Context: an optimization exercise on an open-source flow, tuned for small area, a short achievable clock period and few clock cycles. The choices shown serve that exercise and are no tape-out recipe.
Where RTL was checked, it was by simulation tests only, not by an equivalence proof against the original.
For run 6, only the layout was checked, not whether the RTL still works.
No driver is modelled on the clock port, so clocking that relies on it looks cheaper here than on a real chip.
Power figures rest on the tool's default switching activity, not on a simulated workload.

==> design.v <==
module xlr8_fdiv
  (input  logic        clk,
   input  logic        rst_n,
   input  logic        start_div,   
   input  logic        start_nop,   
   input  logic [31:0] numer,
   input  logic [31:0] denom,
   output logic        fin,
   output logic [31:0] result);
   logic        busy;        
   logic        rnd;         
   logic        norm;        
   logic [22:0] dvs;         
   logic [24:0] dvd;         
   logic [25:0] t;
   logic        q;
   logic [24:0] d_nxt;
   always_comb begin
      t = {1'b0, dvd} - {2'b01, dvs};
      q = !t[25];
      d_nxt = q ? {t[23:0], 1'b0} : {dvd[23:0], 1'b0};
   end
   logic [7:0]  exp_n, exp_d, exp_q;
   logic        n_nan, d_nan, n_inf, d_inf, n_0, d_0;
   logic [22:0] m_rnd;
   logic [8:0]  s9;
   logic [31:0] q_out;
   always_comb begin
      exp_n = numer[30:23];
      exp_d = denom[30:23];
      n_nan = (exp_n == 8'hff) && (numer[22:0] != 0);
      d_nan = (exp_d == 8'hff) && (denom[22:0] != 0);
      n_inf = (exp_n == 8'hff) && (numer[22:0] == 0);
      d_inf = (exp_d == 8'hff) && (denom[22:0] == 0);
      n_0 = (exp_n == 0);
      d_0 = (exp_d == 0);
      s9 = {exp_n, 1'b1} + {~exp_d, norm};
      exp_q = (s9[8:1] - 8'd1) ^ 8'h80;
      for (int i = 0; i < 23; i++)
        m_rnd[i] = result[i+1] ^ (result[0] && (i == 0 || &(result[23:1] | ~((23'd1 << i) - 23'd1))));
      if (n_nan || d_nan || (n_0 && d_0) || (n_inf && d_inf))
        q_out = 32'h7fffffff;
      else if (n_inf || d_0)
        q_out = {numer[31] ^ denom[31], 8'hff, 23'h0};
      else if (n_0 || d_inf)
        q_out = {numer[31] ^ denom[31], 31'h0};
      else
        q_out = {numer[31] ^ denom[31], exp_q, m_rnd};
   end
   assign fin = busy && (norm ? result[24] : result[25]);
   always_ff @(posedge clk or negedge rst_n)
     if (!rst_n) begin
        busy <= 1'b0;
        rnd <= 1'b0;
     end
     else begin
        rnd <= fin;
        busy <= (busy && !fin) || start_div;
     end
   always_ff @(posedge clk)
     if (start_div)
       norm <= q;
   always_ff @(posedge clk)
     dvs <= denom[22:0];
   always_ff @(posedge clk)
     if (start_div || busy)
       dvd <= d_nxt;
     else
       dvd <= {2'b01, numer[22:0]};
   always_ff @(posedge clk or negedge rst_n)
     if (!rst_n)
       result <= 32'h0;
     else if (start_nop)
       result <= 32'h0;
     else if (start_div)
       result <= {30'h0, 1'b1, q};
     else if (busy)
       result <= {result[30:0], q};
     else if (rnd)
       result <= q_out;
endmodule  
`timescale 1 ns / 1 ns
module xlr8_xf
  (input  logic        clk,
   input  logic        rstn,
   input  logic [5:0]  adr,
   input  logic [7:0]  dbus_in,
   output logic [7:0]  dbus_out,
   input  logic        iore,
   input  logic        iowe,
   output logic        out_en,
   output logic        start_div,   
   output logic        start_nop,   
   input  logic        fin,         
   input  logic [31:0] result);
   logic [6:0] ctrl_reg;
   logic       flag;       
   logic       unsup;      
   logic       ctrl_we;
   logic       status_re;
   logic       start;
   logic [7:0] rbyte;
   logic [7:0] creg;
   assign ctrl_we   = iowe && (adr == 6'h10);
   assign status_re = iore && (adr == 6'h11);
   assign start     = ctrl_we && dbus_in[6];
   assign start_div = start && (dbus_in[2:0] == 3'd3);
   assign start_nop = start && (dbus_in[2:0] != 3'd3);
   assign out_en = iore && ((adr[5:2] == 4'b0011) || (adr[5:1] == 5'b01000));
   always_comb begin
      case (adr[1:0])
        2'd0:    rbyte = result[7:0];
        2'd1:    rbyte = result[15:8];
        2'd2:    rbyte = result[23:16];
        default: rbyte = result[31:24];
      endcase
      creg = adr[0] ? {flag, unsup, 6'h00} : {1'b0, ctrl_reg};
      dbus_out = adr[4] ? creg : rbyte;
   end
   always_ff @(posedge clk or negedge rstn)
     if (!rstn)
       ctrl_reg <= 7'h00;
     else if (ctrl_we)
       ctrl_reg <= dbus_in[6:0];
   always_ff @(posedge clk or negedge rstn)
     if (!rstn) begin
        flag  <= 1'b0;
        unsup <= 1'b0;
     end
     else if (start_nop) begin
        flag  <= 1'b1;
        unsup <= 1'b1;
     end
     else if (fin) begin
        flag  <= 1'b1;
        unsup <= 1'b0;
     end
     else if (start) begin
        flag  <= 1'b0;
        unsup <= 1'b0;
     end
     else if (status_re)
       flag <= 1'b0;
endmodule
`timescale 1 ns / 1 ns
module xlr8_float_div
  (input  logic        clk,
   input  logic        rstn,
   input  logic [5:0]  adr,
   input  logic [7:0]  dbus_in,
   output logic [7:0]  dbus_out,
   input  logic        iore,
   input  logic        iowe,
   output logic        out_en,
   input  logic [31:0] opa,    
   input  logic [31:0] opb     
   );
   logic        start_div;
   logic        start_nop;
   logic        fin;
   logic [31:0] result;
   xlr8_xf xf_inst
     (.clk       (clk),
      .rstn      (rstn),
      .adr       (adr),
      .dbus_in   (dbus_in),
      .dbus_out  (dbus_out),
      .iore      (iore),
      .iowe      (iowe),
      .out_en    (out_en),
      .start_div (start_div),
      .start_nop (start_nop),
      .fin       (fin),
      .result    (result));
   xlr8_fdiv fdiv_inst
     (.clk       (clk),
      .rst_n     (rstn),
      .start_div (start_div),
      .start_nop (start_nop),
      .numer     (opa),
      .denom     (opb),
      .fin       (fin),
      .result    (result));
endmodule
==> flow/run.sh <==
#!/bin/bash
set -euo pipefail
bash standard.sh synth > synth.log 2>&1
bash standard.sh MATCH_CELL_FOOTPRINT=0 \
  "BUFFER_PORTS_ARGS=-buffer_cell sky130_fd_sc_hd__buf_1" \
  "CTS_ARGS=-sink_clustering_enable -repair_clock_nets -sink_clustering_size 30 -buf_list {sky130_fd_sc_hd__clkbuf_4 sky130_fd_sc_hd__clkbuf_8} -dont_use_dummy_load" \
  finish > layout.log 2>&1
test -s out/final.def
==> standard.sh <==
#!/bin/bash
# synth_recipe.tcl (not shown) runs the flow's synth.tcl, then flattens the netlist and writes it again
# the make line also repeats each setting of config.mk as NAME=value (left out here)
make -C /OpenROAD-flow-scripts/flow DESIGN_CONFIG=/design/flow/config.mk WORK_HOME=/design/flow/orfs CLKGATE_MAP_FILE= SYNTH_SCRIPT=/design/flow/synth_recipe.tcl "${@:-finish}"
==> config.mk <==
export PLATFORM = sky130hd
export DESIGN_NAME = xlr8_float_div
export DESIGN_NICKNAME = xlr8_float_div
export VERILOG_FILES = /design/flow/design.v
export SDC_FILE = /design/flow/constraint.sdc
export NUM_CORES = 4
export LEC_CHECK = 0
export ABC_CLOCK_PERIOD_IN_PS = 3500
export CAP_MARGIN = 20
export CORE_MARGIN = 2
export CORE_UTILIZATION = 40
export CTS_BUF_LIST = sky130_fd_sc_hd__clkbuf_4 sky130_fd_sc_hd__clkbuf_8
export CTS_CLUSTER_SIZE = 30
export SETUP_SLACK_MARGIN = 2.0
export SLEW_MARGIN = 20
export SYNTH_HIERARCHICAL = 1
export SYNTH_MINIMUM_KEEP_SIZE = 0
==> constraint.sdc <==
create_clock -name core_clock -period 5.0 [get_ports {clk}]
set_input_delay 1.0000 -clock core_clock [delete_from_list [all_inputs] [get_ports {clk}]]
set_output_delay 1.0000 -clock core_clock [all_outputs]
set_load 0.01 [all_outputs]
==> results of run 1 <==
-- how the worst min path moves through the flow --
stage	startpoint	end	slack [ps]	depth (start not counted)
finish	fdiv_inst.dvd[20]$_DFF_P_	fdiv_inst.dvd[21]$_DFF_P_	490	2
global route	xf_inst.ctrl_reg[5]$_DFFE_PN0P_	xf_inst.ctrl_reg[5]$_DFFE_PN0P_	540	1
CTS	fdiv_inst.dvd[20]$_DFF_P_	fdiv_inst.dvd[21]$_DFF_P_	490	2
detailed placement	fdiv_inst.dvd[20]$_DFF_P_	fdiv_inst.dvd[21]$_DFF_P_	480	2
global placement	fdiv_inst.dvd[20]$_DFF_P_	fdiv_inst.dvd[21]$_DFF_P_	470	2
floorplan	fdiv_inst.dvd[13]$_DFF_P_	fdiv_inst.dvd[14]$_DFF_P_	460	1
-- per-module statistics from Yosys (local to each module, per instance), a selection --
module	flip-flops and latches	cell area, sq um	times used
xlr8_fdiv	83	5450	1
xlr8_xf	9	731	1
-- logic make-up (layout without fill, tap and decap cells) --
logic type	after synthesis	in the layout
flops	92	92
compound gates	230	230
buf+inv	78	162
xor+xnor	46	46
mux	37	37
simple gates	216	216
fa+ha+maj	34	34
-- Yosys cell counts (20+ instances only) --
master | number | area, sq um
sky130_fd_sc_hd__a21oi_1 | 48 | 240
sky130_fd_sc_hd__clkbuf_1 | 21 | 78.8
sky130_fd_sc_hd__dfrtp_1 | 43 | 1080
sky130_fd_sc_hd__dfxtp_1 | 48 | 961
sky130_fd_sc_hd__ha_1 | 32 | 400
sky130_fd_sc_hd__inv_1 | 48 | 180
sky130_fd_sc_hd__mux2i_1 | 20 | 200
sky130_fd_sc_hd__nand2_1 | 71 | 267
sky130_fd_sc_hd__nor2_1 | 53 | 199
sky130_fd_sc_hd__o21a_1 | 28 | 210
sky130_fd_sc_hd__o21ai_0 | 78 | 390
sky130_fd_sc_hd__xnor2_1 | 27 | 236
-- worst max-delay path, cell delays in order --
cell and delay, ps:
sky130_fd_sc_hd__buf_2 160, sky130_fd_sc_hd__or4b_4 490, sky130_fd_sc_hd__o21ai_2 60, sky130_fd_sc_hd__and3b_1 160, sky130_fd_sc_hd__buf_2 120
-- power by group --
group,total (mW),leakage [nW],switching [mW],internal [mW]
registers,0.882,1.00,0.0723,0.809
clock network,0.407,0.0647,0.245,0.162
logic,0.472,1.83,0.251,0.221
total,1.76,2.89,0.569,1.19
-- placed cells by master (no fill, tap or decap), types with 6 or more instances in the layout --
master                     count
sky130_fd_sc_hd__buf_1        82
sky130_fd_sc_hd__o21ai_0      77
sky130_fd_sc_hd__nand2_1      70
sky130_fd_sc_hd__nor2_1       53
sky130_fd_sc_hd__dfxtp_1      48
sky130_fd_sc_hd__inv_1        47
sky130_fd_sc_hd__a21oi_1      47
sky130_fd_sc_hd__dfrtp_1      43
sky130_fd_sc_hd__ha_1         32
sky130_fd_sc_hd__o21a_1       28
sky130_fd_sc_hd__xnor2_1      26
sky130_fd_sc_hd__mux2i_1      20
sky130_fd_sc_hd__xor2_1       19
sky130_fd_sc_hd__mux2_2       15
sky130_fd_sc_hd__buf_4        13
sky130_fd_sc_hd__nand4_1      12
sky130_fd_sc_hd__nand3_1      10
sky130_fd_sc_hd__a21o_1        9
sky130_fd_sc_hd__clkbuf_8      9
sky130_fd_sc_hd__nor4_1        8
sky130_fd_sc_hd__o221ai_1      7
sky130_fd_sc_hd__o22ai_1       7
sky130_fd_sc_hd__nor3_1        6
sky130_fd_sc_hd__nand2b_1      6
sky130_fd_sc_hd__nor2b_1       6
sky130_fd_sc_hd__and2_1        6
-- routing by layer --
layer | vias up | global-route usage [%] | wire length (um)
li1 | 2790 | - | -
met1 | 2598 | 25.8 | 7680
met2 | 99 | 33.0 | 7370
met3 | 15 | 3.26 | 586
met4 | 0 | 5.82 | 220
met5 | - | 0 | 0
-- repair_timing --
action | in CTS | in global routing
resized for setup | 18 | 18
setup buffers | 4 | 3
endpoints found under the setup margin | 34 | 28
pin swaps | 3 | 2
-- cell type report --
| class | instances | share of cell area, % |
|---|---|---|
| multi-input cells | 563 | 55.5 |
| clock buffers | 9 | 1.77 |
| flip-flops and latches | 92 | 29.6 |
| inverters | 49 | 2.69 |
| repair buffers | 104 | 7.05 |
| well taps | 188 | 3.37 |
==> qor.csv, run 1 <==
metric,value,unit
global routing usage summed across all routing layers,19.6,%
H-Tree Level Count,3,
number of slew-limit violations in the final report,0,
Finished Cell Area,6990,sq um
post-route total power,1.76,mW
Die X-Extent,128,um
Total Nets Final,935,
count of endpoints failing setup in the final report,0,
Post-Synth Simple-Gate Area,17.8,%
Max Fclk,335,MHz
placeable core area,15100,sq um
multi-input gate area in the final layout,3880,sq um
worst setup timing slack at the placement stage,1380,ps
starting utilization of the core area,40.8,%
post-synthesis to final-layout area growth,13.2,%
register with the most flip-flops,fdiv_inst.result,
CTS tree,done,
number of hold-slack violations in the final timing report,0,
vias in the first global route,5348,
Worst Setup Start Kind,input port,
area fraction in compound gates after synthesis,23.3,%
Post-synth top flop,sky130_fd_sc_hd__dfxtp_1,
slack of the worst reg-to-reg path,2260,ps
clock buffers created by TritonCTS,9,
startpoint-to-endpoint class of the critical path,input port to output port,
Largest register FFs,32,
top-level port count,91,
DIE AREA,16400,sq um
total wire length after detailed routing,15.9,mm
cell count after synthesis,733,
area taken by flip-flops and latches,2070,sq um
kind of end point of the critical path,output port,
placed cell areas,6700,sq um
post-detailed-route wirelength per cell,15.8,um
Via density,5.47,
async set-reset flop share out of synthesis,46.7,%
synthesized net count,849,
mapped cell area,6180,sq um
total half-perimeter wirelength after legalization and detailed placement,11.7,mm
number of nets still failing antenna checks after routing,0,
# clock sinks,92,
hold_ws,492,ps
DRC marker count from the first detailed-route iteration,315,
R2R depth,11,
sequential area share after synthesis,33.5,%
gp weighted congestion,0.816,
"Core Util, Final",46.1,%
power density normalized to cell area,252,nW/um^2
global route total overflow,0,
cell chosen for the clock root,sky130_fd_sc_hd__clkbuf_8,
Critical Path Fanout Max,5,
Rel. slew slack,30.7,%
required time worst endpoint,4000,ps
Synth Warn #,8,
placed insts,989,
largest registers,"fdiv_inst.result: 32 flops, fdiv_inst.dvd: 25 flops, fdiv_inst.dvs: 23 flops",
Die H,128,um
status,"complete, no violations",
final standard cell count with taps included and fillers excluded,1005,
final period utilization,59.6,%
diodes inserted,0,
fraction of synthesized cell area in xor and xnor cells,6.52,%
proportion of layout cells with a drive suffix above 1,9.55,%
synthesized area divided by synthesized cell count,8.43,sq um
worst min path class,register to register,
number of detailed-routing iterations run before antenna repair,5,
cts hold-fix bufs,0,
clock transition time at the flip-flop clock pins of the worst setup and hold paths,80,ps
post-route setup TNS,0,ps
dominant combinational cell family by area after synthesis,compound AO/OA/AOI/OAI gates,
Worst setup startpoint,adr[4],
arrival time at the worst endpoint,1980,ps
adder-cell area share of the yosys netlist,7.13,%
Critical R2R Launch,fdiv_inst.dvs[1]$_DFF_P_,
number of unique standard cell types used by synthesis,70,
shortest clock period the worst path allows after layout,2980,ps
clock skew after layout,28.7,ps
maximum resistive drop on vdd,132,uV
number of flip-flops and latches in the synthesized netlist,92,
Port-buffer cells,89,
unrepaired setup endpoints after global routing,yes,
crit path to,out_en,
total vias in the final route,5502,
number of DRC violations after detailed routing,0,
initial antenna violation count,0,
worst-case clock buffer depth,2,
slew at the pin with the worst max-slew slack,1040,ps
clock network latency to the later pin of the worst-skew pair,390,ps
R2R Path End,fdiv_inst.dvd[14]$_DFF_P_,
reported max-cap violation count,0,
number of flops mapped to enable cells by yosys,1,
standby leakage power,2.89,nW
# rows,45,
Filler Cells Inserted,1473,
smallest setup slack after layout,2020,ps
post-synthesis mux area share,6.71,%
pin count of the biggest net entering global routing,44,
first-pass GRT wire length,25.7,mm
Testbench counts, summed over its fixed seeds: cycles 73,192.
==> run 2: changes to the inputs <==
--- a/config.mk
+++ b/config.mk
@@ -7,6 +7,5 @@
 export LEC_CHECK = 0
-export ABC_CLOCK_PERIOD_IN_PS = 3500
 export CAP_MARGIN = 20
 export CORE_MARGIN = 2
-export CORE_UTILIZATION = 40
+export CORE_UTILIZATION = 30
 export CTS_BUF_LIST = sky130_fd_sc_hd__clkbuf_4 sky130_fd_sc_hd__clkbuf_8
==> run 2 against run 1 <==
Via count up 1.8%. Highest routed layer unchanged. Global-route usage shrank 3.9 points. Sequential share of layout area down 0.94 points. Still clean on timing, DRC and antenna. Power up 1.6%. Largest power group unchanged. Critical endpoint unchanged.
==> qor.csv, run 2 <==
metric,value,unit,change
Via density,5.13,,-6.3%
top-level port count,91,,unchanged
"Core Util, Final",35.7,%,-10 points
number of nets still failing antenna checks after routing,0,,unchanged
switching fraction of total power,32.7,%,+0.42 points
reported max-cap violation count,0,,unchanged
post-synthesis to final-layout area growth,16.9,%,
gp weighted congestion,0.833,,+2.1%
cts hold-fix bufs,0,,unchanged
maximum resistive drop on vdd,111,uV,-16%
register with the most flip-flops,fdiv_inst.result,,
"commonest non-fill, non-tap cells in the layout","sky130_fd_sc_hd__buf_1 (79), sky130_fd_sc_hd__o21ai_0 (74), sky130_fd_sc_hd__nand2_1 (68)",,
diodes inserted,0,,unchanged
Hold Crit Start,fdiv_inst.dvd[20]$_DFF_P_,,
unrepaired setup endpoints after global routing,yes,,
Filler Cells Inserted,2082,,+41%
Internal Power,1.20,mW,+1.0%
largest registers,"fdiv_inst.result: 32 flops, fdiv_inst.dvd: 25 flops, fdiv_inst.dvs: 23 flops",,
global routing usage summed across all routing layers,15.7,%,-3.9 points
arrival time at the worst endpoint,2010,ps,+30 ps
GRT met2 Usage,27.4,%,-5.7 points
met3 layer usage reported by global route,3.02,%,-0.23 points
sequential area share after synthesis,33.5,%,unchanged
number of DRC violations after detailed routing,0,,unchanged
total wire length after detailed routing,17.1,mm,+8.1%
combinational fraction of design power,27.9,%,+1.1 points
power density normalized to cell area,248,nW/um^2,-1.6%
placeable core area,20200,sq um,+34%
post-detailed-route wirelength per cell,15.7,um,-0.43%
number of hold-slack violations in the final timing report,0,,unchanged
number of flops mapped to enable cells by yosys,1,,unchanged
worst-case clock buffer depth,2,,unchanged
synthesized area divided by synthesized cell count,8.43,sq um,unchanged
post-route setup TNS,0,ps,unchanged
number of detailed-routing iterations run before antenna repair,5,,unchanged
async set-reset flop share out of synthesis,46.7,%,unchanged
Worst Hold End,fdiv_inst.dvd[21]$_DFF_P_,,
clock network latency to the later pin of the worst-skew pair,370,ps,-20 ps
R2R depth,11,,unchanged
proportion of layout cells with a drive suffix above 1,12.1,%,+2.5 points
final period utilization,60.3,%,+0.63 points
vias in the first global route,5483,,+2.5%
fraction of synthesized cell area taken by the top area cell type,17.4,%,unchanged
slack of the worst reg-to-reg path,2160,ps,-100 ps
worst min path class,register to register,,
# rows,52,,+16%
Critical R2R Launch,fdiv_inst.dvs[5]$_DFF_P_,,
Post-synth top flop,sky130_fd_sc_hd__dfxtp_1,,
count of endpoints failing setup in the final report,0,,unchanged
Rel. slew slack,35.8,%,+5.1 points
DIE AREA,21800,sq um,+32%
post-synthesis cell type with the largest combined area,sky130_fd_sc_hd__dfrtp_1,,
final standard cell count with taps included and fillers excluded,1091,,+8.6%
slew at the pin with the worst max-slew slack,957,ps,-77.9 ps
clock transition time at the flip-flop clock pins of the worst setup and hold paths,100,ps,+20 ps
Die X-Extent,147,um,+15%
cell depth of the worst hold path,2,,unchanged
share of power burned in registers,49.5,%,-0.6 points
cells taking the most area after synthesis,"sky130_fd_sc_hd__dfrtp_1 (17%), sky130_fd_sc_hd__dfxtp_1 (16%), sky130_fd_sc_hd__ha_1 (6.5%)",,
# clock sinks,92,,unchanged
Port-buffer cells,89,,unchanged
most congested layer reported by global routing,met2,,
smallest setup slack after layout,1990,ps,-31.7 ps
Synth Warn #,8,,unchanged
Worst Setup Start Kind,input port,,
worst setup timing slack at the placement stage,1330,ps,-49.1 ps
Largest register FFs,32,,unchanged
H-Tree Level Count,3,,unchanged
mapped cell area,6180,sq um,unchanged
number of flip-flops and latches in the synthesized netlist,92,,unchanged
hold_ws,505,ps,+13.6 ps
Critical Path Fanout Max,11,,+6
cell chosen for the clock root,sky130_fd_sc_hd__clkbuf_8,,
shortest clock period the worst path allows after layout,3010,ps,+31.7 ps
R2R Path End,fdiv_inst.dvd[14]$_DFF_P_,,
CTS tree,done,,
starting utilization of the core area,30.5,%,-10 points
"leading cell type in the layout, fill and taps excluded",sky130_fd_sc_hd__buf_1,,
cell count after synthesis,733,,unchanged
first-pass GRT wire length,27.6,mm,+7.1%
total vias in the final route,5599,,+1.8%
pin count of the biggest net entering global routing,44,,unchanged
placed insts,1070,,+8.2%
Max Fclk,332,MHz,-1.1%
synthesized net count,849,,unchanged
startpoint-to-endpoint class of the critical path,input port to output port,,
required time worst endpoint,4000,ps,about the same
most numerous cell types in the synthesized netlist,"sky130_fd_sc_hd__o21ai_0 (78), sky130_fd_sc_hd__nand2_1 (71), sky130_fd_sc_hd__nor2_1 (53)",,
multi-input gate area in the final layout,3970,sq um,+2.2%
area taken by flip-flops and latches,2070,sq um,unchanged
dominant cell by count in the synthesized netlist,sky130_fd_sc_hd__o21ai_0,,
Total Nets Final,939,,+0.43%
status,"complete, no violations",,
kind of end point of the critical path,output port,,
initial antenna violation count,0,,unchanged
global route total overflow,0,,unchanged
switching power,585,uW,+2.9%
proportion of power drawn by the clock network,22.5,%,-0.6 points
GR met1 Demand/Resource,20.1,%,-5.7 points
Die H,147,um,+15%
number of unique standard cell types used by synthesis,70,,unchanged
clock skew after layout,19.9,ps,-8.77 ps
number of slew-limit violations in the final report,0,,unchanged
DRC marker count from the first detailed-route iteration,269,,-15%
clock buffers created by TritonCTS,9,,unchanged
total half-perimeter wirelength after legalization and detailed placement,12.4,mm,+5.4%
standby leakage power,2.95,nW,+2.0%
[run 2: per-module statistics from Yosys (local to each module, per instance), a selection]
module,cells inside,flops+latches
xlr8_xf,72,9
xlr8_fdiv,661,83
[run 2: timing repair]
action / 4_1_cts / 5_1_grt
pin swaps: 3 / 9
cloned: 2 / 1
setup buffers: 6 / 3
endpoints found under the setup margin: 61 / 46
resized for setup: 26 / 32
[run 2: cell families after synthesis]
family | after synthesis | share of synthesized area [%]
flops | 92 | 33.5
compound gates | 230 | 23.3
fa+ha+maj | 34 | 7.13
xor+xnor | 46 | 6.52
buf+inv | 78 | 5.06
mux | 37 | 6.71
simple gates | 216 | 17.8
[run 2: final cells by class]
type,instances,area share (%)
Timing Repair Buffer,106,7.47
Inverter,49,2.55
Multi-Input combinational cell,565,55.0
Sequential cell,92,28.6
Tap cell,270,4.68
Clock buffer,9,1.72
[run 2: worst max-delay path by stage]
stage          startpoint                               end  cells past startpoint
4_1_cts            adr[1]                            out_en                      5
5_1_grt            adr[1]                            out_en                      5
3_3_place_gp       adr[1]  fdiv_inst.result[28]$_DFFE_PN0P_                      9
3_5_place_dp       adr[1]  fdiv_inst.result[28]$_DFFE_PN0P_                      9
6_report           adr[1]                            out_en                      5
2_1_floorplan      adr[1]          fdiv_inst.dvd[1]$_DFF_P_                      6
[run 2: per-layer routing]
metal | vias up | wire, um
li1 | 2804 | -
met1 | 2671 | 7860
met2 | 106 | 8270
met3 | 18 | 711
met4 | 0 | 292
met5 | - | 0
[run 2: power by group through the flow]
stage	Sequential, mW	Combinational, mW	Clock [mW]
6_report	0.886	0.500	0.403
5_1_grt	0.894	0.565	0.447
4_1_cts	0.886	0.485	0.424
3_5_place_dp	0.900	0.457	0
3_3_place_gp	0.900	0.451	0
2_1_floorplan	0.862	0.342	0
[run 2: per-stage QoR]
stage                     instance area, sq um  total power, mW
final                                     7220             1.79
after global routing                      7220             1.91
after CTS                                 7080             1.80
after detailed placement                  6800             1.36
after global placement                    6800             1.35
after floorplan                           6190             1.20
[run 2: critical path, stage by stage]
cell and delay, ps:
sky130_fd_sc_hd__buf_4 170, sky130_fd_sc_hd__or4b_4 500, sky130_fd_sc_hd__o21ai_2 60, sky130_fd_sc_hd__and3b_1 160, sky130_fd_sc_hd__buf_2 120
==> run 3: changes to the inputs <==
--- a/config.mk
+++ b/config.mk
@@ -9,3 +9,3 @@
 export CORE_MARGIN = 2
-export CORE_UTILIZATION = 30
+export CORE_UTILIZATION = 50
 export CTS_BUF_LIST = sky130_fd_sc_hd__clkbuf_4 sky130_fd_sc_hd__clkbuf_8
==> run 3 against run 2 <==
Critical path depth is the same. Maximum frequency is 0.16% lower. Sequential power barely moved. Routed wire length down 3.6%. Worst setup slack got worse by 4.7 ps. Die area fell by 39%. Largest cell class unchanged.
==> qor.csv, run 3 <==
metric,value,unit,change
clock network latency to the later pin of the worst-skew pair,380,ps,about the same
gp weighted congestion,0.896,,+7.5%
most numerous cell types in the synthesized netlist,"sky130_fd_sc_hd__o21ai_0 (78), sky130_fd_sc_hd__nand2_1 (71), sky130_fd_sc_hd__nor2_1 (53)",,
clock skew after layout,24.4,ps,+4.45 ps
post-detailed-route wirelength per cell,17.1,um,+9.0%
fraction of synthesized cell area taken by the top area cell type,17.4,%,unchanged
met2 routed WL,8.27,mm,about the same
smallest setup slack after layout,1980,ps,-4.73 ps
Synth Warn #,8,,unchanged
Via density,5.86,,+14%
count of endpoints failing setup in the final report,0,,unchanged
Rel. slew slack,28.5,%,-7.3 points
power density normalized to cell area,253,nW/um^2,+2.2%
proportion of layout cells with a drive suffix above 1,10.4,%,-1.7 points
post-synthesis to final-layout area growth,13.2,%,
Worst Setup Start Kind,input port,,
cts hold-fix bufs,0,,unchanged
first-pass GRT wire length,26.6,mm,-3.6%
shortest clock period the worst path allows after layout,3020,ps,+4.73 ps
post-route setup TNS,0,ps,unchanged
cell chosen for the clock root,sky130_fd_sc_hd__clkbuf_8,,
area taken by flip-flops and latches,2070,sq um,unchanged
multi-input gate area in the final layout,3940,sq um,-0.69%
reported max-cap violation count,0,,unchanged
CTS tree,done,,
placeable core area,12000,sq um,-41%
largest delay contributor family on the critical path,simple AND/OR/NAND/NOR gates,,
Total Nets Final,936,,-0.32%
synthesized net count,849,,unchanged
Port-buffer cells,89,,unchanged
final period utilization,60.4,%,+0.095 points
slack of the worst reg-to-reg path,2200,ps,+40 ps
Max Fclk,331,MHz,-0.16%
unrepaired setup endpoints after global routing,yes,,
R2R Path End,fdiv_inst.dvd[14]$_DFF_P_,,
cells taking the most area after synthesis,"sky130_fd_sc_hd__dfrtp_1 (17%), sky130_fd_sc_hd__dfxtp_1 (16%), sky130_fd_sc_hd__ha_1 (6.5%)",,
"commonest non-fill, non-tap cells in the layout","sky130_fd_sc_hd__buf_1 (81), sky130_fd_sc_hd__o21ai_0 (75), sky130_fd_sc_hd__nand2_1 (69)",,
placed cell areas,6640,sq um,-2.4%
kind of end point of the critical path,output port,,
DRC marker count from the first detailed-route iteration,388,,+44%
register with the most flip-flops,fdiv_inst.result,,
number of slew-limit violations in the final report,0,,unchanged
arrival time at the worst endpoint,2020,ps,about the same
Critical Path Fanout Max,4,,-7
# rows,40,,-23%
met1 wire length,7.29,mm,-7.3%
startpoint-to-endpoint class of the critical path,input port to output port,,
number of hold-slack violations in the final timing report,0,,unchanged
async set-reset flop share out of synthesis,46.7,%,unchanged
top layer used by detailed routing,met4,,
top-level port count,91,,unchanged
worst min path class,register to register,,
maximum resistive drop on vdd,147,uV,+33%
number of DRC violations after detailed routing,0,,unchanged
crit path to,out_en,,
clock buffers created by TritonCTS,9,,unchanged
synthesized area divided by synthesized cell count,8.43,sq um,unchanged
number of nets still failing antenna checks after routing,0,,unchanged
Critical R2R Launch,fdiv_inst.dvs[1]$_DFF_P_,,
pin count of the biggest net entering global routing,44,,unchanged
starting utilization of the core area,51.4,%,+21 points
total wire length after detailed routing,16.5,mm,-3.6%
dominant cell by count in the synthesized netlist,sky130_fd_sc_hd__o21ai_0,,
required time worst endpoint,4000,ps,about the same
Largest register FFs,32,,unchanged
"Max stage delay cell, worst path",sky130_fd_sc_hd__or4b_4,,
sequential area share after synthesis,33.5,%,unchanged
count of buffer and inverter cells on the critical path,2,,unchanged
R2R depth,11,,unchanged
global route total overflow,0,,unchanged
worst setup timing slack at the placement stage,1280,ps,-57.0 ps
cell count after synthesis,733,,unchanged
clock transition time at the flip-flop clock pins of the worst setup and hold paths,90,ps,about the same
number of detailed-routing iterations run before antenna repair,5,,unchanged
H-Tree Level Count,3,,unchanged
cell-by-cell trace of the critical path,buf_1 -> or4b_4 -> o21ai_2 -> and3b_1 -> buf_2,,
met3 routed WL,643,um,-9.6%
Worst setup startpoint,adr[3],,
diodes inserted,0,,unchanged
standby leakage power,2.90,nW,-1.8%
mapped cell area,6180,sq um,unchanged
number of flip-flops and latches in the synthesized netlist,92,,unchanged
worst-case clock buffer depth,2,,unchanged
"leading cell type in the layout, fill and taps excluded",sky130_fd_sc_hd__buf_1,,
status,"complete, no violations",,
number of logic stages on the critical path including buffering,5,,unchanged
largest registers,"fdiv_inst.result: 32 flops, fdiv_inst.dvd: 25 flops, fdiv_inst.dvs: 23 flops",,
slew at the pin with the worst max-slew slack,1070,ps,+109 ps
"Core Util, Final",58.2,%,+23 points
number of unique standard cell types used by synthesis,70,,unchanged
initial antenna violation count,0,,unchanged
Die X-Extent,115,um,-22%
number of flops mapped to enable cells by yosys,1,,unchanged
# clock sinks,92,,unchanged
total vias in the final route,5657,,+1.0%
Filler Cells Inserted,1107,,-47%
total half-perimeter wirelength after legalization and detailed placement,11.9,mm,-3.9%
Post-synth top flop,sky130_fd_sc_hd__dfxtp_1,,
Max stage delay on crit path,560,ps,+60 ps
global routing usage summed across all routing layers,25.5,%,+9.8 points
DIE AREA,13300,sq um,-39%
Die H,115,um,-22%
Finished Cell Area,6990,sq um,-3.2%
vias in the first global route,5431,,-0.95%
post-synthesis cell type with the largest combined area,sky130_fd_sc_hd__dfrtp_1,,
## run 3: changes by cell type in the layout (fill, tap and decap cells not counted), moves of 2 or more
cell and delta:
sky130_fd_sc_hd__buf_12 -2, sky130_fd_sc_hd__a21oi_2 -5, sky130_fd_sc_hd__clkbuf_2 -3, sky130_fd_sc_hd__o22ai_1 +3, sky130_fd_sc_hd__buf_6 +2, sky130_fd_sc_hd__nor3_1 +2
sky130_fd_sc_hd__o22ai_2 -3, sky130_fd_sc_hd__buf_8 -2, sky130_fd_sc_hd__a21oi_1 +5, sky130_fd_sc_hd__buf_1 +2
## run 3: what timing repair did
item | in CTS | in global routing
gates resized for setup | 20 | 29
gates cloned | 1 | 1
setup buffers | 5 | 3
pin swaps | 4 | 11
setup endpoints to repair | 57 | 34
## run 3: worst min path at each step
stage          slack, ps  cells past startpoint                       startpoint                              end
2_1_floorplan        460                      1        fdiv_inst.dvd[13]$_DFF_P_        fdiv_inst.dvd[14]$_DFF_P_
3_3_place_gp         480                      2        fdiv_inst.dvd[20]$_DFF_P_        fdiv_inst.dvd[21]$_DFF_P_
3_5_place_dp         480                      2        fdiv_inst.dvd[20]$_DFF_P_        fdiv_inst.dvd[21]$_DFF_P_
4_1_cts              500                      2        fdiv_inst.dvd[20]$_DFF_P_        fdiv_inst.dvd[21]$_DFF_P_
5_1_grt              540                      1  xf_inst.ctrl_reg[6]$_DFFE_PN0P_  xf_inst.ctrl_reg[6]$_DFFE_PN0P_
6_report             490                      2        fdiv_inst.dvd[20]$_DFF_P_        fdiv_inst.dvd[21]$_DFF_P_
## run 3: cells by family (layout without fill, tap and decap cells)
group,count (synthesis),after routing,share of synthesized area [%]
buf+inv,78,161,5.06
xor+xnor,46,46,6.52
fa+ha+maj,34,34,7.13
mux,37,37,6.71
simple gates,216,217,17.8
compound gates,230,231,23.3
flops,92,92,33.5
## run 3: layout make-up
cell class	count	share of cell area [%]
Inverter	49	2.69
Multi-Input combinational cell	565	56.4
Tap cell	147	2.63
Clock buffer	9	1.77
Timing Repair Buffer	103	6.96
Sequential cell	92	29.6
## run 3: worst reg2reg max path: cells and delay by family, from the launching register on
kind                     cells  cell delay, ps
buffers and inverters        2             280
AND/OR/NAND/NOR              2             340
flip-flops                   1             370
AO/OA/AOI/OAI                6            1420
adder cells (fa/ha/maj)      1             280
## run 3: modules after synthesis (local to each module, per instance), excerpt
module | cells inside | times used
xlr8_fdiv | 661 | 1
xlr8_xf | 72 | 1
## run 3: stage by stage
step,power (mW),instances,hold WS [ps]
finish,1.77,965,492
global route,1.88,965,537
CTS,1.77,961,499
detailed placement,1.35,946,484
global placement,1.34,946,479
floorplan,1.20,733,459
## run 3: per-layer routing
layer  GRT usage [%]  vias to the layer above
met5               0                        -
met4            6.67                        0
met3            5.38                       20
met2            45.3                      141
met1            31.5                     2696
li1                -                     2800
## run 3: power breakdown
group	internal [mW]	switching [mW]	total, mW
sequential	0.809	0.0734	0.883
combinational	0.224	0.262	0.486
clock	0.162	0.240	0.401
total	1.19	0.575	1.77
==> run 4: changes to the inputs <==
--- a/config.mk
+++ b/config.mk
@@ -9,3 +9,3 @@
 export CORE_MARGIN = 2
-export CORE_UTILIZATION = 50
+export CORE_UTILIZATION = 40
 export CTS_BUF_LIST = sky130_fd_sc_hd__clkbuf_4 sky130_fd_sc_hd__clkbuf_8
@@ -14,3 +14 @@
 export SLEW_MARGIN = 20
-export SYNTH_HIERARCHICAL = 1
-export SYNTH_MINIMUM_KEEP_SIZE = 0
==> run 4 against run 3 <==
Still clean. Clock power up 1%. Sequential power about the same. Worst setup slack better by 91 ps. Global-route usage down 5.2 points. Maximum frequency up 3.1%. Die area up 28%. Cell count up 12%. Area after synthesis up 3.4%. Routed wire length up 3.7%. Critical path type unchanged. Largest power group unchanged. Highest routed layer unchanged.
==> qor.csv, run 4 <==
metric,value,unit,change
total wire length after detailed routing,17.1,mm,+3.7%
post-route setup TNS,0,ps,unchanged
number of nets still failing antenna checks after routing,0,,unchanged
maximum resistive drop on vdd,142,uV,-3.4%
slack of the worst reg-to-reg path,2230,ps,+30 ps
slew at the pin with the worst max-slew slack,582,ps,-485 ps
standby leakage power,2.95,nW,+1.8%
worst min path class,register to register,,
kind of end point of the critical path,output port,,
shortest clock period the worst path allows after layout,2930,ps,-91.2 ps
post-detailed-route wirelength per cell,15.9,um,-7.0%
Max Fclk,342,MHz,+3.1%
cells taking the most area after synthesis,"sky130_fd_sc_hd__dfrtp_1 (17%), sky130_fd_sc_hd__dfxtp_1 (15%), sky130_fd_sc_hd__ha_1 (6.3%)",,
switching power,604,uW,+5.0%
pin count of the biggest net entering global routing,55,,+25%
CTS tree,done,,
global route total overflow,0,,unchanged
proportion of layout cells with a drive suffix above 1,9.77,%,-0.62 points
final period utilization,58.5,%,-1.8 points
# rows,46,,+15%
number of flops mapped to enable cells by yosys,1,,unchanged
Via density,5.45,,-7.0%
cell count after synthesis,791,,+7.9%
total vias in the final route,5864,,+3.7%
startpoint-to-endpoint class of the critical path,input port to output port,,
starting utilization of the core area,40.5,%,-11 points
most numerous cell types in the synthesized netlist,"sky130_fd_sc_hd__nand2_1 (96), sky130_fd_sc_hd__nor2_1 (77), sky130_fd_sc_hd__inv_1 (54)",,
cell chosen for the clock root,sky130_fd_sc_hd__clkbuf_8,,
switching fraction of total power,33.7,%,+1.2 points
top-level port count,91,,unchanged
"commonest non-fill, non-tap cells in the layout","sky130_fd_sc_hd__nand2_1 (95), sky130_fd_sc_hd__buf_1 (82), sky130_fd_sc_hd__nor2_1 (75)",,
status,"complete, no violations",,
synthesized area divided by synthesized cell count,8.07,sq um,-4.2%
post-synthesis to final-layout area growth,12.4,%,
combinational fraction of design power,28.3,%,+0.8 points
global routing usage summed across all routing layers,20.4,%,-5.2 points
gp weighted congestion,0.872,,-2.6%
mapped cell area,6390,sq um,+3.4%
post-synthesis cell type with the largest combined area,sky130_fd_sc_hd__dfrtp_1,,
sequential area share after synthesis,32.4,%,-1.1 points
largest registers,"fdiv_inst.result: 32 flops, fdiv_inst.dvd: 25 flops, fdiv_inst.dvs: 23 flops",,
DIE AREA,17000,sq um,+28%
number of DRC violations after detailed routing,0,,unchanged
placeable core area,15800,sq um,+31%
Largest register FFs,32,,unchanged
first-pass GRT wire length,27.2,mm,+2.4%
worst setup timing slack at the placement stage,1270,ps,-10.7 ps
number of slew-limit violations in the final report,0,,unchanged
cell depth of the worst hold path,2,,unchanged
number of flip-flops and latches in the synthesized netlist,92,,unchanged
vias in the first global route,5353,,-1.4%
async set-reset flop share out of synthesis,46.7,%,unchanged
Die H,130,um,+13%
reported max-cap violation count,0,,unchanged
unrepaired setup endpoints after global routing,yes,,
R2R Path End,fdiv_inst.dvd[1]$_DFF_P_,,
Die X-Extent,130,um,+13%
H-Tree Level Count,3,,unchanged
Hold Crit Start,fdiv_inst.dvd[8]$_DFF_P_,,
clock skew after layout,33.7,ps,+9.30 ps
number of unique standard cell types used by synthesis,75,,+7.1%
Total Nets Final,978,,+4.5%
fraction of synthesized cell area taken by the top area cell type,16.8,%,-0.57 points
share of power burned in registers,49.1,%,-0.8 points
initial antenna violation count,0,,unchanged
Port-buffer cells,89,,unchanged
DRC marker count from the first detailed-route iteration,339,,-13%
Post-synth top flop,sky130_fd_sc_hd__dfxtp_1,,
Worst Setup Start Kind,input port,,
register with the most flip-flops,fdiv_inst.result,,
count of endpoints failing setup in the final report,0,,unchanged
power density normalized to cell area,250,nW/um^2,-1.3%
Rel. slew slack,60.8,%,+32 points
clock transition time at the flip-flop clock pins of the worst setup and hold paths,70,ps,-20 ps
clock network latency to the later pin of the worst-skew pair,390,ps,about the same
smallest setup slack after layout,2070,ps,+91.2 ps
dominant cell by count in the synthesized netlist,sky130_fd_sc_hd__nand2_1,,
Worst Hold End,fdiv_inst.dvd[9]$_DFF_P_,,
R2R depth,11,,unchanged
synthesized net count,907,,+6.8%
Critical R2R Launch,fdiv_inst.dvs[12]$_DFF_P_,,
arrival time at the worst endpoint,1930,ps,-90 ps
Critical Path Fanout Max,15,,+11
required time worst endpoint,4000,ps,about the same
clock buffers created by TritonCTS,9,,unchanged
Internal Power,1.19,mW,-0.38%
number of hold-slack violations in the final timing report,0,,unchanged
# clock sinks,92,,unchanged
Synth Warn #,2,,-6
proportion of power drawn by the clock network,22.6,%,about the same
"leading cell type in the layout, fill and taps excluded",sky130_fd_sc_hd__nand2_1,,
cts hold-fix bufs,0,,unchanged
worst-case clock buffer depth,2,,unchanged
diodes inserted,0,,unchanged
number of detailed-routing iterations run before antenna repair,5,,unchanged
total half-perimeter wirelength after legalization and detailed placement,12.4,mm,+4.2%
-- run 4: cell count changes after synthesis, sizes merged, moves of 9 or more --
cell | before | now
mux2i | 20 | 10
nor2 | 53 | 77
nand2 | 71 | 96
nor3 | 9 | 20
o21a | 28 | 3
mux2 | 15 | 6
nand3 | 10 | 20
a221oi | 0 | 10
a31oi | 5 | 26
o21ai | 82 | 47
-- run 4: worst max-delay path by stage --
| stage | slack (ps) | start | end |
|---|---|---|---|
| final | 2070 | adr[0] | dbus_out[6] |
| after floorplan | 2030 | opa[23] | fdiv_inst.result[28]$_DFFE_PN0P_ |
| after detailed placement | 1270 | opa[21] | fdiv_inst.result[4]$_DFFE_PN0P_ |
| after global placement | 1280 | opa[21] | fdiv_inst.result[10]$_DFFE_PN0P_ |
| after CTS | 1980 | opa[23] | fdiv_inst.result[27]$_DFFE_PN0P_ |
| after global routing | 1980 | opa[23] | fdiv_inst.result[27]$_DFFE_PN0P_ |
-- run 4: power groups by stage --
| stage | clock network, mW | registers [mW] | logic [mW] |
|---|---|---|---|
| detailed placement | 0 | 0.894 | 0.482 |
| floorplan | 0 | 0.863 | 0.379 |
| global route | 0.449 | 0.887 | 0.574 |
| CTS | 0.418 | 0.878 | 0.490 |
| global placement | 0 | 0.895 | 0.479 |
| finish | 0.405 | 0.881 | 0.508 |
-- run 4: stage by stage --
| stage | utilization, % | instances | hold WS (ps) | instance area, sq um | total power [mW] |
|---|---|---|---|---|---|
| floorplan | - | 791 | 446 | 6390 | 1.24 |
| finish | 45.5 | 1076 | 477 | 7180 | 1.79 |
| CTS | 44.7 | 1073 | 474 | 7060 | 1.79 |
| global route | 45.5 | 1076 | 495 | 7180 | 1.91 |
| global placement | 43.6 | 1063 | 463 | 6880 | 1.37 |
| detailed placement | 43.6 | 1063 | 465 | 6880 | 1.38 |
-- run 4: cell families (layout without fill, tap and decap cells) --
logic type / after synthesis / after routing / share of synthesized area, %
AOI/OAI and AO/OA: 208 / 209 / 21.8
muxes: 18 / 18 / 3.33
buffers and inverters: 99 / 167 / 6.31
xor gates and xnor gates: 51 / 51 / 6.99
adders and majority gates: 34 / 34 / 6.90
and+or+nand+nor: 289 / 289 / 22.3
DFF: 92 / 92 / 32.4
-- run 4: cell type report --
cell class / instances / area [sq um]
Inverter: 57 / 216
Sequential cell: 92 / 2070
Clock buffer: 9 / 124
Timing Repair Buffer: 101 / 454
Fill cell: 1653 / 8590
Multi-Input combinational cell: 601 / 4050
Tap cell: 216 / 270
-- run 4: timing repair --
item | in CTS | in global routing
resized for setup | 18 | 27
endpoints found under the setup margin | 59 | 41
gates cloned | 0 | 1
buffers inserted | 1 | 2
pin swaps | 1 | 2
-- run 4: critical path, stage by stage --
cell and delay, ps:
sky130_fd_sc_hd__buf_12 120, sky130_fd_sc_hd__mux4_2 520, sky130_fd_sc_hd__nand2_1 80, sky130_fd_sc_hd__o21ai_1 60
sky130_fd_sc_hd__buf_2 140
-- run 4: metal layers --
| metal | up-vias | global-route usage, % | wire length [um] |
|---|---|---|---|
| met4 | 0 | 4.76 | 234 |
| met5 | - | 0 | 0 |
| li1 | 2951 | - | - |
| met3 | 16 | 4.47 | 759 |
| met1 | 2770 | 28.6 | 8350 |
| met2 | 127 | 32.1 | 7780 |
==> run 5: changes to the inputs <==
--- a/config.mk
+++ b/config.mk
@@ -12,3 +12,5 @@
 export CTS_CLUSTER_SIZE = 30
-export SETUP_SLACK_MARGIN = 2.0
+export SETUP_SLACK_MARGIN = 2.15
 export SLEW_MARGIN = 20
+export SYNTH_HIERARCHICAL = 1
+export SYNTH_MINIMUM_KEEP_SIZE = 0
==> run 5 against run 4 <==
Power down 0.38%. Sequential power up 0.5%. Largest power group unchanged. Via count down 4.2%. Non-clock buffer count up 10. Routed wire length down 4.8%. Count of clock-buffer cells in the layout unchanged. Clock skew down 11 ps. Combinational power down 3%. Critical path depth unchanged.
==> qor.csv, run 5 <==
metric,value,unit,change
Rel. slew slack,49.1,%,-12 points
cell depth of the worst hold path,2,,unchanged
Via density,5.54,,+1.7%
cells taking the most area after synthesis,"sky130_fd_sc_hd__dfrtp_1 (17%), sky130_fd_sc_hd__dfxtp_1 (16%), sky130_fd_sc_hd__ha_1 (6.5%)",,
pin count of the biggest net entering global routing,44,,-20%
Worst Hold End,fdiv_inst.dvd[21]$_DFF_P_,,
Max Fclk,335,MHz,-1.9%
"Max stage delay cell, worst path",sky130_fd_sc_hd__or4b_4,,
count of buffer and inverter cells on the critical path,2,,unchanged
Critical R2R Launch,fdiv_inst.dvs[10]$_DFF_P_,,
placed cell areas,6720,sq um,-2.2%
share of power burned in registers,49.5,%,+0.4 points
global route total overflow,0,,unchanged
register with the most flip-flops,fdiv_inst.result,,
dominant combinational cell family by area after synthesis,compound AO/OA/AOI/OAI gates,,
kind of end point of the critical path,output port,,
global routing usage summed across all routing layers,20.2,%,-0.18 points
# clock sinks,92,,unchanged
number of DRC violations after detailed routing,0,,unchanged
post-synthesis mux area share,6.71,%,+3.4 points
area fraction in compound gates after synthesis,23.3,%,+1.4 points
proportion of power drawn by the clock network,22.9,%,+0.3 points
shortest clock period the worst path allows after layout,2980,ps,+58.0 ps
"leading cell type in the layout, fill and taps excluded",sky130_fd_sc_hd__buf_1,,
initial antenna violation count,0,,unchanged
slew at the pin with the worst max-slew slack,759,ps,+177 ps
cts hold-fix bufs,0,,unchanged
Port-buffer cells,89,,unchanged
power density normalized to cell area,248,nW/um^2,-0.63%
combinational fraction of design power,27.6,%,-0.7 points
diodes inserted,0,,unchanged
top-level port count,91,,unchanged
worst-case clock buffer depth,2,,unchanged
clock transition time at the flip-flop clock pins of the worst setup and hold paths,60,ps,about the same
CTS tree,done,,
DRC marker count from the first detailed-route iteration,261,,-23%
most numerous cell types in the synthesized netlist,"sky130_fd_sc_hd__o21ai_0 (78), sky130_fd_sc_hd__nand2_1 (71), sky130_fd_sc_hd__nor2_1 (53)",,
Die H,128,um,-1.6%
synthesized area divided by synthesized cell count,8.43,sq um,+4.4%
synthesized net count,849,,-6.4%
dominant cell by count in the synthesized netlist,sky130_fd_sc_hd__o21ai_0,,
"commonest non-fill, non-tap cells in the layout","sky130_fd_sc_hd__buf_1 (75), sky130_fd_sc_hd__o21ai_0 (74), sky130_fd_sc_hd__nand2_1 (67)",,
required time worst endpoint,4000,ps,about the same
post-route setup TNS,0,ps,unchanged
worst min path class,register to register,,
largest registers,"fdiv_inst.result: 32 flops, fdiv_inst.dvd: 25 flops, fdiv_inst.dvs: 23 flops",,
proportion of layout cells with a drive suffix above 1,13.1,%,+3.3 points
total vias in the final route,5616,,-4.2%
startpoint-to-endpoint class of the critical path,input port to output port,,
Largest register FFs,32,,unchanged
number of slew-limit violations in the final report,0,,unchanged
gp weighted congestion,0.840,,-3.7%
Synth Warn #,8,,+6
clock network latency to the later pin of the worst-skew pair,380,ps,about the same
number of logic stages on the critical path including buffering,5,,unchanged
clock skew after layout,22.9,ps,-10.8 ps
largest delay contributor family on the critical path,simple AND/OR/NAND/NOR gates,,
final standard cell count with taps included and fillers excluded,1013,,-5.9%
hold_ws,489,ps,+12.2 ps
number of hold-slack violations in the final timing report,0,,unchanged
Total Nets Final,943,,-3.6%
number of unique standard cell types used by synthesis,70,,-6.7%
smallest setup slack after layout,2020,ps,-58.0 ps
starting utilization of the core area,40.8,%,+0.28 points
# rows,45,,-2.2%
Hold Crit Start,fdiv_inst.dvd[20]$_DFF_P_,,
worst setup timing slack at the placement stage,1380,ps,+120 ps
R2R depth,12,,+1
placed insts,988,,-7.1%
placeable core area,15100,sq um,-4.0%
fraction of synthesized cell area taken by the top area cell type,17.4,%,+0.57 points
sequential area share after synthesis,33.5,%,+1.1 points
Worst Setup Start Kind,input port,,
adder-cell area share of the yosys netlist,7.13,%,+0.23 points
unrepaired setup endpoints after global routing,yes,,
post-synthesis to final-layout area growth,16.5,%,
post-detailed-route wirelength per cell,16.1,um,+1.1%
cell count after synthesis,733,,-7.3%
"Core Util, Final",47.5,%,+2.0 points
post-synthesis cell type with the largest combined area,sky130_fd_sc_hd__dfrtp_1,,
Critical Path Fanout Max,2,,-13
number of flops mapped to enable cells by yosys,1,,unchanged
total half-perimeter wirelength after legalization and detailed placement,11.8,mm,-4.7%
Die X-Extent,128,um,-1.6%
mapped cell area,6180,sq um,-3.3%
slack of the worst reg-to-reg path,2290,ps,+60 ps
Max stage delay on crit path,540,ps,+20 ps
first-pass GRT wire length,26.5,mm,-2.6%
Post-Synth Simple-Gate Area,17.8,%,-4.4 points
count of endpoints failing setup in the final report,0,,unchanged
fraction of synthesized cell area in xor and xnor cells,6.52,%,-0.47 points
number of flip-flops and latches in the synthesized netlist,92,,unchanged
reported max-cap violation count,0,,unchanged
DIE AREA,16400,sq um,-3.2%
cell-by-cell trace of the critical path,buf_12 -> or4b_4 -> o21ai_2 -> and3b_2 -> buf_6,,
async set-reset flop share out of synthesis,46.7,%,unchanged
standby leakage power,2.98,nW,+1.0%
cell chosen for the clock root,sky130_fd_sc_hd__clkbuf_8,,
switching power,580,uW,-4.0%
clock buffers created by TritonCTS,9,,unchanged
switching fraction of total power,32.5,%,-1.2 points
total wire length after detailed routing,16.3,mm,-4.8%
status,"complete, no violations",,
Finished Cell Area,7200,sq um,+0.24%
number of detailed-routing iterations run before antenna repair,5,,unchanged
H-Tree Level Count,3,,unchanged
post-route total power,1.79,mW,-0.38%
R2R Path End,fdiv_inst.dvd[6]$_DFF_P_,,
vias in the first global route,5453,,+1.9%
Internal Power,1.21,mW,+1.4%
maximum resistive drop on vdd,132,uV,-7.1%
number of nets still failing antenna checks after routing,0,,unchanged
final period utilization,59.7,%,+1.2 points
Post-synth top flop,sky130_fd_sc_hd__dfxtp_1,,
arrival time at the worst endpoint,1980,ps,+50 ps
## run 5: worst reg2reg max path, stage by stage, from the launching register on
cell and delay (ps):
sky130_fd_sc_hd__dfxtp_1 320, sky130_fd_sc_hd__inv_1 40, sky130_fd_sc_hd__ha_1 360, sky130_fd_sc_hd__and3_4 210
sky130_fd_sc_hd__and2_1 150, sky130_fd_sc_hd__o21ai_0 100, sky130_fd_sc_hd__a21o_1 220, sky130_fd_sc_hd__a211o_1 370
sky130_fd_sc_hd__a21oi_4 220, sky130_fd_sc_hd__buf_6 180, sky130_fd_sc_hd__buf_12 130, sky130_fd_sc_hd__mux2i_1 200
sky130_fd_sc_hd__a21oi_1 80
## run 5: how the worst max path moves through the flow
stage,slack [ps],startpoint,end
after floorplan,2080,adr[1],out_en
after global placement,1400,adr[0],dbus_out[6]
after detailed placement,1380,adr[0],dbus_out[6]
after CTS,2020,adr[3],out_en
after global routing,1980,adr[1],out_en
final,2020,adr[1],out_en
## run 5: modules after synthesis (local to each module, per instance), excerpt
module | flip-flops and latches | times used
xlr8_fdiv | 83 | 1
xlr8_xf | 9 | 1
## run 5: final cells by class
| cell class | count | area [sq um] |
|---|---|---|
| fillers | 1503 | 7950 |
| clock buffers | 9 | 124 |
| inverters | 49 | 188 |
| well taps | 188 | 235 |
| flip-flops and latches | 92 | 2070 |
| repair inverters | 1 | 5.00 |
| repair buffers | 111 | 607 |
| multi-input cells | 563 | 3970 |
## run 5: power groups by stage
stage / combinational [mW] / sequential, mW / clock [mW]
2_1_floorplan: 0.347 / 0.862 / 0
5_1_grt: 0.557 / 0.893 / 0.449
4_1_cts: 0.478 / 0.884 / 0.426
3_5_place_dp: 0.456 / 0.899 / 0
6_report: 0.494 / 0.885 / 0.409
3_3_place_gp: 0.452 / 0.899 / 0
## run 5: logic make-up (layout without fill, tap and decap cells)
logic type,after synthesis,in the layout
AOI/OAI and AO/OA,230,230
and+or+nand+nor,216,216
DFF,92,92
buffers and inverters,78,170
xor gates and xnor gates,46,46
muxes,37,37
adders and majority gates,34,34
## run 5: routing by layer
layer  global-route usage, %  vias up  wire length, um
li1                        -     2818                -
met1                    26.4     2644             7680
met2                    33.6      127             7570
met3                    3.34       27              655
met4                    7.18        0              400
met5                       0        -                0
## run 5: what timing repair did
| action | 4_1_cts | 5_1_grt |
|---|---|---|
| cloned | 1 | 2 |
| setup endpoints to repair | 43 | 47 |
| resized for setup | 30 | 39 |
| setup buffers | 7 | 6 |
| pin swaps | 4 | 12 |
==> run 6: changes to the inputs <==
--- a/design.v
+++ b/design.v
@@ -49,3 +49,4 @@
    end
-   assign fin = busy && (norm ? result[24] : result[25]);
+   assign fin = busy && ((result[24] && result[23]) || (result[25] && !result[24]));
+   assign norm = result[25];
    always_ff @(posedge clk or negedge rst_n)
@@ -59,5 +60,2 @@
      end
-   always_ff @(posedge clk)
-     if (start_div)
-       norm <= q;
    always_ff @(posedge clk)
--- a/config.mk
+++ b/config.mk
@@ -12,3 +12,3 @@
 export CTS_CLUSTER_SIZE = 30
-export SETUP_SLACK_MARGIN = 2.15
+export SETUP_SLACK_MARGIN = 2.0
 export SLEW_MARGIN = 20
==> run 6 against run 5 <==
Critical endpoint unchanged. Area after synthesis up 1.5%. Global-route usage shrank 0.84 points. Clock skew is 5.3 ps lower. Combinational power rose by 1%. Sequential power is 3.2% lower. Power down 1.4%. Clock power down 1%. Cell area shrank 2.4%. Still clean on timing, DRC and antenna. Worst setup slack lost 7.8 ps.
==> qor.csv, run 6 <==
metric,value,unit,change
most numerous cell types in the synthesized netlist,"sky130_fd_sc_hd__nand2_1 (82), sky130_fd_sc_hd__o21ai_0 (61), sky130_fd_sc_hd__inv_1 (49), sky130_fd_sc_hd__nor2_1 (49), sky130_fd_sc_hd__dfxtp_1 (48)",,
standby leakage power,2.88,nW,-3.4%
shortest clock period the worst path allows after layout,2990,ps,+7.85 ps
largest registers,"fdiv_inst.result: 32 flops, fdiv_inst.dvd: 25 flops, fdiv_inst.dvs: 23 flops",,
post-detailed-route wirelength per cell,15.7,um,-2.3%
Via density,5.49,,-1.0%
number of detailed-routing iterations run before antenna repair,4,,-1
number of flip-flops and latches in the synthesized netlist,91,,-1.1%
Finished Cell Area,7020,sq um,-2.4%
cell count after synthesis,742,,+1.2%
clock skew after layout,17.5,ps,-5.32 ps
slew at the pin with the worst max-slew slack,813,ps,+54.0 ps
DRC marker count from the first detailed-route iteration,348,,+33%
Rel. slew slack,45.8,%,-3.3 points
CTS tree,done,,
initial antenna violation count,0,,unchanged
placed cell areas,6770,sq um,+0.63%
number of DRC violations after detailed routing,0,,unchanged
post-synthesis to final-layout area growth,12.0,%,
number of hold-slack violations in the final timing report,0,,unchanged
multi-input gate area in the final layout,3940,sq um,-0.79%
worst setup timing slack at the placement stage,1360,ps,-28.9 ps
Post-synth top flop,sky130_fd_sc_hd__dfxtp_1,,
number of unique standard cell types used by synthesis,76,,+8.6%
post-synthesis cell type with the largest combined area,sky130_fd_sc_hd__dfrtp_1,,
reported max-cap violation count,0,,unchanged
Largest register FFs,32,,unchanged
register with the most flip-flops,fdiv_inst.result,,
kind of end point of the critical path,output port,,
number of slew-limit violations in the final report,0,,unchanged
cts hold-fix bufs,0,,unchanged
placeable core area,15300,sq um,+0.74%
proportion of layout cells with a drive suffix above 1,9.55,%,-3.5 points
# rows,45,,unchanged
global route total overflow,0,,unchanged
total vias in the final route,5641,,+0.45%
clock network latency to the later pin of the worst-skew pair,370,ps,about the same
Synth Warn #,8,,unchanged
Hold Crit Start,fdiv_inst.dvd[5]$_DFF_P_,,
first-pass GRT wire length,26.0,mm,-2.1%
clock buffers created by TritonCTS,9,,unchanged
required time worst endpoint,4000,ps,about the same
clock transition time at the flip-flop clock pins of the worst setup and hold paths,90,ps,+30 ps
Critical R2R Launch,fdiv_inst.dvs[8]$_DFF_P_,,
pin count of the biggest net entering global routing,44,,unchanged
async set-reset flop share out of synthesis,47.3,%,+0.51 points
vias in the first global route,5159,,-5.4%
Worst Setup Start Kind,input port,,
number of flops mapped to enable cells by yosys,0,,-1
area taken by flip-flops and latches,2040,sq um,-1.5%
starting utilization of the core area,41.1,%,+0.32 points
worst min path class,register to register,,
mapped cell area,6270,sq um,+1.5%
Filler Cells Inserted,1522,,+1.3%
total wire length after detailed routing,16.2,mm,-0.82%
power density normalized to cell area,251,nW/um^2,+0.98%
arrival time at the worst endpoint,1990,ps,about the same
"leading cell type in the layout, fill and taps excluded",sky130_fd_sc_hd__buf_1,,
sequential area share after synthesis,32.5,%,-0.99 points
gp weighted congestion,0.816,,-3.0%
total half-perimeter wirelength after legalization and detailed placement,11.7,mm,-0.75%
status,"complete, no violations",,
Worst setup startpoint,adr[3],,
diodes inserted,0,,unchanged
"Max stage delay cell, worst path",sky130_fd_sc_hd__or4b_4,,
smallest setup slack after layout,2010,ps,-7.85 ps
H-Tree Level Count,3,,unchanged
final period utilization,59.9,%,+0.16 points
Die H,129,um,+0.74%
DIE AREA,16700,sq um,+1.5%
dominant cell by count in the synthesized netlist,sky130_fd_sc_hd__nand2_1,,
fraction of synthesized cell area taken by the top area cell type,17.2,%,-0.26 points
unrepaired setup endpoints after global routing,yes,,
worst-case clock buffer depth,2,,unchanged
Die X-Extent,129,um,+0.74%
placed insts,1013,,+2.5%
cell chosen for the clock root,sky130_fd_sc_hd__clkbuf_8,,
top-level port count,91,,unchanged
cells taking the most area after synthesis,"sky130_fd_sc_hd__dfrtp_1 (17%), sky130_fd_sc_hd__dfxtp_1 (15%), sky130_fd_sc_hd__ha_1 (6.4%)",,
cell-by-cell trace of the critical path,buf_1 -> or4b_4 -> o21ai_1 -> and3b_1 -> buf_2,,
Max Fclk,334,MHz,-0.26%
global routing usage summed across all routing layers,19.3,%,-0.84 points
startpoint-to-endpoint class of the critical path,input port to output port,,
maximum resistive drop on vdd,112,uV,-15%
# clock sinks,91,,-1.1%
count of endpoints failing setup in the final report,0,,unchanged
final standard cell count with taps included and fillers excluded,1028,,+1.5%
Port-buffer cells,89,,unchanged
Critical Path Fanout Max,2,,unchanged
synthesized net count,858,,+1.1%
number of nets still failing antenna checks after routing,0,,unchanged
Max stage delay on crit path,550,ps,about the same
synthesized area divided by synthesized cell count,8.45,sq um,+0.31%
post-route setup TNS,0,ps,unchanged
"commonest non-fill, non-tap cells in the layout","sky130_fd_sc_hd__buf_1 (83), sky130_fd_sc_hd__nand2_1 (82), sky130_fd_sc_hd__o21ai_0 (59)",,
Total Nets Final,935,,-0.85%
-- run 6: changes by cell type in the layout (fill, tap and decap cells not counted), sizes merged, moves of 8 or more --
cell   before  now
a31oi       5   21
nand3      10   18
mux2i      20    5
nor3        9   17
nand2      71   83
a21oi      49   37
o21ai      82   63
-- run 6: kinds of logic after synthesis --
kind of cell / share of synthesized area [%]
AO/OA/AOI/OAI: 23.0
XOR/XNOR: 6.98
adder cells (fa/ha/maj): 7.02
buffers and inverters: 5.97
flip-flops: 32.5
multiplexers: 4.03
AND/OR/NAND/NOR: 20.6
-- run 6: power by group --
part	internal [mW]	switching [mW]
clock network	0.162	0.243
registers	0.795	0.0621
logic	0.232	0.268
total	1.19	0.573
-- run 6: modules after synthesis (local to each module, per instance), excerpt --
module     area [sq um]  flip-flops and latches  copies in the design
xlr8_fdiv          5540                      82                     1
xlr8_xf             731                       9                     1
-- run 6: metrics by stage --
stage / utilization, % / power [mW] / hold slack [ps]
global route: 46.0 / 1.88 / 482
finish: 46.0 / 1.76 / 476
floorplan: - / 1.23 / 445
global placement: 44.3 / 1.35 / 464
CTS: 45.6 / 1.77 / 476
detailed placement: 44.3 / 1.35 / 465
-- run 6: timing repair --
item | in CTS | in global routing
pin swaps | 3 | 2
gates cloned | 0 | 2
resized for setup | 17 | 14
setup buffers | 4 | 0
endpoints found under the setup margin | 38 | 27
-- run 6: critical path, delay by kind of cell --
kind / cells / cell delay [ps]
simple gates: 2 / 700
buf+inv: 2 / 200
compound gates: 1 / 90
-- run 6: layout make-up --
type	instances	area share, %
clock buffers	9	1.76
multi-input cells	567	56.1
flip-flops and latches	91	29.0
well taps	211	3.76
repair buffers	101	6.72
inverters	49	2.67
-- run 6: layer usage --
layer / routed length, um / share of wire (%) / global-route usage [%] / vias up
met5: 0 / 0 / 0 / -
met4: 122 / 0.75 / 4.48 / 0
met3: 591 / 3.7 / 2.77 / 11
met2: 7320 / 45 / 30.0 / 103
met1: 8140 / 50 / 28.4 / 2694
li1: - / - / - / 2833
-- run 6: worst paths after layout --
check	end	slack [ps]	depth (start not counted)
setup reg to reg	fdiv_inst.dvd[22]$_DFF_P_	2150	10
hold reg to reg	fdiv_inst.dvd[6]$_DFF_P_	480	2
min in group asynchronous	fdiv_inst.result[15]$_DFFE_PN0P_	710	2
hold / removal	fdiv_inst.dvd[6]$_DFF_P_	480	2
setup / recovery	out_en	2010	5
max in group asynchronous	fdiv_inst.result[26]$_DFFE_PN0P_	3890	2

## what the ideal ports hide
In the flow no input, the clock included, has a driving cell. The finished layouts below were timed again as built, in two steps.
Step 1 (the two cells are an assumption about what drives the block):
set clk [get_ports {clk}]
set_driving_cell -lib_cell sky130_fd_sc_hd__clkbuf_16 $clk
set_driving_cell -lib_cell sky130_fd_sc_hd__buf_2 [delete_from_list [all_inputs] $clk]
Step 2, shift: input delay + t, output delay - t, t = (earliest + latest rising clock arrival at the registers) / 2. This alone moves slack from input paths to output paths.
a / b / c = no drivers / after step 1 / after step 2; a / b = the first two.
run	t, ns	setup WS [ns]	hold slack, ns	slew at the worst register clock pin (ns)	worst slew at a driven data input, ns
run 1	0.411	2.018 / 1.957 / 1.691	0.492 / 0.492 / 0.492	0.10 / 0.10	0.07
run 2	0.409	1.987 / 1.943 / 1.748	0.505 / 0.505 / 0.505	0.10 / 0.10	0.05
run 3	0.406	1.982 / 1.944 / 1.606	0.492 / 0.492 / 0.492	0.09 / 0.09	0.07
run 4	0.406	2.073 / 2.005 / 1.747	0.477 / 0.477 / 0.477	0.10 / 0.10	0.06
run 5	0.408	2.015 / 1.967 / 1.829	0.489 / 0.489 / 0.489	0.09 / 0.09	0.13
run 6	0.396	2.007 / 1.984 / 1.736	0.476 / 0.476 / 0.476	0.09 / 0.09	0.06
After both steps setup and hold are still met in every run listed. For run 3, which loses most, drivers alone change the setup slack by -0.038 ns; drivers and shift together by -0.376 ns.
